What follows belongs to an exercise in optimizing a design on an open flow for small area; a production flow would make more cautious choices. RTL that was checked went through simulation tests only; none was proved equivalent to the original.

## ImagineThinker
module ImagineThinker(clk,rst,inst_addr,inst_data,data_addr,data_rdata,data_wdata,data_we);
    input clk;
    input rst;
    output [15:0] inst_addr;
    input [31:0] inst_data;
    output [15:0] data_addr;
    input [15:0] data_rdata;
    output [15:0] data_wdata;
    output data_we;
    reg [15:0] pc;
    reg [7:0]  d_op, d_a, d_b, d_c;           
    reg [7:0]  e_op, e_a, e_b, e_c;           
    reg [15:0] e_da, e_db;
    reg [15:0] m_res, m_wdata;                
    reg        m_we, m_rwe, m_ld;
    reg [4:0]  m_c;
    reg        comp;                          
    reg [3:0]  st;                            
    reg [16:0] p1, p2;                        
    reg [5:0]  l1, l2;                        
    reg        n1, n2;                        
    wire stall;
    function [16:0] radd16;
        input [15:0] x, y;
        input c;
        integer k;
        reg cc;
        begin
            cc = c;
            for (k = 0; k < 16; k = k + 1) begin
  ...
Size: roughly 3,100 cells after synthesis, ~720 flip-flops, about 0.038 mm2 of cells after synthesis.
clock: 10.0 ns
lec_check: 0
abc_clock_period_in_ps: 10000
cap_margin: 0
core_margin: 2
core_utilization: 50
cts_buf_list: sky130_fd_sc_hd__clkbuf_2 sky130_fd_sc_hd__clkbuf_4
slew_margin: 0
run.sh (not shown) runs the stock make flow with config.mk's settings and CLKGATE_MAP_FILE= SYNTH_SCRIPT=/design/flow/synth_recipe.tcl, a recipe that flattens the netlist after the stock synthesis.
The starting point produced a layout that fails on negative setup slack.
Edit:
Settings changed: CAP_MARGIN 0 to 20, CORE_UTILIZATION 50 to 45, CTS_BUF_LIST sky130_fd_sc_hd__clkbuf_2 sky130_fd_sc_hd__clkbuf_4 to sky130_fd_sc_hd__clkbuf_4 sky130_fd_sc_hd__clkbuf_8, SLEW_MARGIN 0 to 20.
The new run finished but failed the layout checks on negative setup slack.
Worst hold slack improved by 0.018 ns.
Area after synthesis stays the same.
Final cell count grows by 1.7%.
Core utilization came out lower by 5.2 points.

---

Another version of the RTL of ImagineThinker (not shown whole).
Size: about 3100 cells after synthesis.
clock: 10.0 ns
lec_check: 0
abc_clock_period_in_ps: 10000
cap_margin: 5
core_margin: 2
core_utilization: 50
cts_buf_list: sky130_fd_sc_hd__clkbuf_4
cts_cluster_diameter: 60
cts_cluster_size: 7
slew_margin: 5
standard.sh (not shown) runs the stock make flow with config.mk's settings and CLKGATE_MAP_FILE= SYNTH_SCRIPT=/design/flow/synth_recipe.tcl, a recipe that flattens the netlist after the stock synthesis.
==> flow/flow/run.sh <==
#!/bin/bash
# Own layout flow: the standard ORFS flow (standard.sh) with a copy of the
# ORFS scripts in which
#  - synthesis maps logic with an area-oriented ABC script (flow/abc_area.script)
#    and keeps the module hierarchy through technology mapping
#    (SYNTH_HIERARCHICAL=1; the standard flow's synthesis script flattens it afterwards as
#    usual), so that each module is mapped on its own; flip-flops are mapped
#    by the unchanged dfflibmap step, before ABC;
#  - the quick ABC pass inside Yosys's synth is skipped for the multiplier
#    modules only (flow/synth_proc.tcl);
#  - full adders are not extracted in the modules named it_fast* (the
#    multiplier's final parallel-prefix adder and the divider's two
#    subtractors), so ABC maps their carry logic as plain gates, which are
#    faster than a chain of full-adder cells;
#  - port buffering uses the smallest buffer cell;
#  - clock tree synthesis inserts no dummy loads.
# Each tool's output goes to ORFS's own per-step logs under orfs/logs; this
# script's own output goes to flow_setup.log and flow_make.log.
set -euo pipefail
W=$(pwd)
S=$W/myscripts
{
  rm -rf "$S"
  cp -r "$FLOW_HOME/scripts" "$S"
  cp "$W/flow/abc_area.script" "$S/abc_speed.script"
  cp "$W/flow/abc_area.script" "$S/abc_area.script"
  sed -i 's/buffer_ports {\*}\[env_var_or_empty BUFFER_PORTS_ARGS\]/buffer_ports -buffer_cell sky130_fd_sc_hd__buf_1/' "$S/global_place.tcl"
  sed -i 's/^  -repair_clock_nets\]/  -repair_clock_nets -dont_use_dummy_load]/' "$S/cts.tcl"
  { cat "$W/flow/synth_proc.tcl"; tail -n +2 "$W/synth_recipe.tcl"; } > "$W/my_synth.tcl"
  sed -i 's/^  extract_fa {\*}\[dont_use_extract_fa_args\]$/  extract_fa {*}[dont_use_extract_fa_args] {*}[lsearch -all -inline -not [tee -q -s result.string select -list-mod *] it_fast*]/' "$S/synth.tcl"
  grep -n "extract_fa {" "$S/synth.tcl"
  grep -n "buffer_ports" "$S/global_place.tcl"
  grep -n "dont_use_dummy_load" "$S/cts.tcl"
  cat "$W/my_synth.tcl"
} > "$W/flow_setup.log" 2>&1
bash standard.sh SCRIPTS_DIR="$S" SYNTH_HIERARCHICAL=1 SYNTH_SCRIPT="$W/my_synth.tcl" finish > "$W/flow_make.log" 2>&1
Other scripts of this flow, unchanged in this note and not shown: flow/flow/abc_area.script, flow/flow/synth_proc.tcl
Edit:
CAP_MARGIN = 0   (was 5)
SLEW_MARGIN = 0   (was 5)
- synthesized cell count is unchanged
- routed wire length is unchanged
- flip-flop and latch count does not change
- utilization is unchanged
Edit:
CAP_MARGIN = 20   (was 0)
CORE_UTILIZATION = 56   (was 50)
SLEW_MARGIN = 20   (was 0)
Result:
- The changed run completed without violations
- sequential cell count does not change
- non-clock buffer count increases by 9
- global-route usage increases by 4.3 points
- clock-buffer cell count decreases by 1
- routed wire length increases by 0.55%
- utilization increases by 6.8 points
- cell area increases by 0.57%
Edit:
CAP_MARGIN = 5   (was 20)
CORE_UTILIZATION = 50   (was 56)
CTS_CLUSTER_DIAMETER = 50   (was 60)
CTS_CLUSTER_SIZE = 8   (was 7)
SLEW_MARGIN = 5   (was 20)
- sequential share of layout area rose by 0.42 points
- area after synthesis stays the same
- final cell count grows by 1.7%
- final area drops by 0.78%
- count of clock-buffer cells in the layout went down by 9

---

## the reference run
ImagineThinker, a different RTL version from the one above (not shown whole).
For scale: roughly 3000 cells after synthesis, about 99 I/O pins, ~0.037 mm^2 of cells after synthesis.
clock: 10.0 ns
lec_check: 0
abc_clock_period_in_ps: 10000
cap_margin: 20
core_margin: 2
core_utilization: 45
cts_buf_list: sky130_fd_sc_hd__clkbuf_4
gpl_timing_driven: 0
slew_margin: 20
==> flow/flow/run.sh <==
#!/bin/bash
# Own layout flow: the standard ORFS flow (standard.sh) with a copy of the
# ORFS scripts in which
#  - synthesis maps logic with an area-oriented ABC script (flow/abc_area.script);
#    flip-flops are mapped by the unchanged dfflibmap step, before ABC,
#  - port buffering uses the smallest buffer cell,
#  - clock tree synthesis inserts no dummy loads,
#  - synthesis keeps the module hierarchy through technology mapping
#    (SYNTH_HIERARCHICAL=1, then flattened by the standard flow's synthesis script as usual),
#    so that each module is mapped on its own.
set -euo pipefail
W=$(pwd)
S=$W/myscripts
{
  rm -rf "$S"
  cp -r "$FLOW_HOME/scripts" "$S"
  cp "$W/flow/abc_area.script" "$S/abc_speed.script"
  cp "$W/flow/abc_area.script" "$S/abc_area.script"
  sed -i 's/buffer_ports {\*}\[env_var_or_empty BUFFER_PORTS_ARGS\]/buffer_ports -buffer_cell sky130_fd_sc_hd__buf_1/' "$S/global_place.tcl"
  sed -i 's/^  -repair_clock_nets\]/  -repair_clock_nets -dont_use_dummy_load]/' "$S/cts.tcl"
  grep -n "buffer_ports" "$S/global_place.tcl"
  grep -n "dont_use_dummy_load" "$S/cts.tcl"
} > "$W/flow_setup.log" 2>&1
bash standard.sh SCRIPTS_DIR="$S" SYNTH_HIERARCHICAL=1 finish > "$W/flow_make.log" 2>&1
==> flow/flow/abc_area.script <==
strash
dch -f
map -a
topo
## Diff of input files: the trial run against the reference run
Settings: GPL_TIMING_DRIVEN: 0 -> unset; CORE_UTILIZATION: 45 -> 50; CTS_CLUSTER_SIZE: unset -> 7; CTS_CLUSTER_DIAMETER: unset -> 60.
==> flow/flow/abc_area.script <==
strash
dch -f
map -a
strash
dch -f
map -a
topo
## What came out
CTS H-tree depth (lower): the trial run
Compared with the reference run, layout multi-input combinational cell count in the trial run decreased slightly.
Between the reference run and the trial run, the flow reports number of fill cells decreasing by more than 10%.
On routability congestion estimate: the trial run sits above the reference run.
The reference run -> the trial run: synthesized-area fraction occupied by adder cells flat
There was hardly any difference in synthesized area between the reference run and the trial run.

---

Another version of the RTL of ImagineThinker (not shown whole).
For scale: ~2900 cells after synthesis, roughly 720 flip-flops, about 99 I/O pins, ~0.036 mm² of cells after synthesis.
export LEC_CHECK = 0
export ABC_CLOCK_PERIOD_IN_PS = 10000
export CAP_MARGIN = 20
export CORE_MARGIN = 2
export CORE_UTILIZATION = 50
export CTS_BUF_LIST = sky130_fd_sc_hd__clkbuf_4
export CTS_CLUSTER_DIAMETER = 60
export CTS_CLUSTER_SIZE = 7
export SLEW_MARGIN = 20
create_clock -name core_clock -period 10.0 [get_ports {clk}]
==> flow/flow/run.sh <==
#!/bin/bash
# Own layout flow: the standard ORFS flow (standard.sh) with a copy of the
# ORFS scripts in which
#  - synthesis maps logic with an area-oriented ABC script (flow/abc_area.script)
#    and keeps the module hierarchy through technology mapping
#    (SYNTH_HIERARCHICAL=1; the standard flow's synthesis script flattens it afterwards as
#    usual), so that each module is mapped on its own; flip-flops are mapped
#    by the unchanged dfflibmap step, before ABC;
#  - the quick ABC pass inside Yosys's synth is skipped for the multiplier
#    modules only (flow/synth_proc.tcl);
#  - port buffering uses the smallest buffer cell;
#  - clock tree synthesis inserts no dummy loads.
# Each tool's output goes to ORFS's own per-step logs under orfs/logs; this
# script's own output goes to flow_setup.log and flow_make.log.
set -euo pipefail
W=$(pwd)
S=$W/myscripts
{
  rm -rf "$S"
  cp -r "$FLOW_HOME/scripts" "$S"
  cp "$W/flow/abc_area.script" "$S/abc_speed.script"
  cp "$W/flow/abc_area.script" "$S/abc_area.script"
  sed -i 's/buffer_ports {\*}\[env_var_or_empty BUFFER_PORTS_ARGS\]/buffer_ports -buffer_cell sky130_fd_sc_hd__buf_1/' "$S/global_place.tcl"
  sed -i 's/^  -repair_clock_nets\]/  -repair_clock_nets -dont_use_dummy_load]/' "$S/cts.tcl"
  { cat "$W/flow/synth_proc.tcl"; tail -n +2 "$W/synth_recipe.tcl"; } > "$W/my_synth.tcl"
  grep -n "buffer_ports" "$S/global_place.tcl"
  grep -n "dont_use_dummy_load" "$S/cts.tcl"
  cat "$W/my_synth.tcl"
} > "$W/flow_setup.log" 2>&1
bash standard.sh SCRIPTS_DIR="$S" SYNTH_HIERARCHICAL=1 SYNTH_SCRIPT="$W/my_synth.tcl" finish > "$W/flow_make.log" 2>&1
==> flow/flow/abc_area.script <==
strash
dch -f
map -a
strash
dch -f
map -a
topo
==> flow/flow/synth_proc.tcl <==
# Replaces the first line of the standard flow's synth_recipe.tcl.  Every synth call still
# runs with -nofsm -noshare.  In the fine stage, the quick ABC pass that
# Yosys's synth runs is skipped for the multiplier modules (it_mul*), whose
# bit-level full-adder equations then reach extract_fa unchanged; every
# other module (all of the registers) gets that pass exactly as before.
proc synth {args} {
  if {[lsearch -exact $args fine:] >= 0} {
    yosys synth -nofsm -noshare -noabc {*}$args
    yosys abc -fast {*}[lsearch -all -inline -not [yosys tee -q -s result.string select -list-mod *] it_mul*]
    yosys opt -fast
  } else {
    yosys synth -nofsm -noshare {*}$args
  }
}
The starting point finished clean.
Change:
Settings changed: CORE_UTILIZATION 50 to 58.
The new run ran to the end with no violations.
Setup slack is better by 0.12 ns.
Non-clock buffer count decreases by 6.
Cell count goes down by 2.8%.
Global-route usage goes up by 4.6 points.
Synthesized area is unchanged.
Synthesized cell count stays the same.
No functional check of the RTL was part of any run of this note.

afterwards: timing with drivers on the ports:
Ports are ideal in the flow. The routed layouts listed here were re-timed in OpenROAD. Step 1, drivers: a clkbuf_16 drives clk and a buf_2 each remaining input, both assumed. Step 2 adds t to the input delays and takes it off the output delays; t is the mean of the earliest and latest rising clock arrival at the registers after step 1. Input paths then give back, and output paths get back, about the clock's delay inside the block. a / b / c = ideal / step 1 / step 2; a / b = the first two.
run	t, ns	setup WS [ns]	worst hold slack (ns)	worst register clock-pin slew, ns	cell pins on the clock port's net
the first run of note 1	1.097	-0.253 / -0.253 / -0.253	0.399 / 0.399 / 0.399	0.09 / 0.09	1
the second run of note 1	0.838	-0.242 / -0.242 / -0.242	0.417 / 0.417 / 0.417	0.07 / 0.07	1
the first run of note 2	0.960	0.419 / 0.419 / 0.419	0.416 / 0.416 / 0.416	0.10 / 0.10	1
the second run of note 2	0.960	0.419 / 0.419 / 0.419	0.416 / 0.416 / 0.416	0.10 / 0.10	1
the third run of note 2	0.953	0.422 / 0.422 / 0.422	0.393 / 0.393 / 0.393	0.10 / 0.10	1
the fourth run of note 2	0.934	0.441 / 0.441 / 0.441	0.425 / 0.425 / 0.425	0.11 / 0.11	1
the reference run	1.018	0.238 / 0.238 / 0.238	0.409 / 0.409 / 0.409	0.07 / 0.07	1
the trial run	0.964	0.356 / 0.356 / 0.356	0.423 / 0.423 / 0.423	0.10 / 0.10	1
the first run of note 4	0.963	0.218 / 0.218 / 0.218	0.396 / 0.396 / 0.396	0.11 / 0.11	1
the second run of note 4	0.967	0.339 / 0.339 / 0.339	0.422 / 0.422 / 0.422	0.10 / 0.10	1
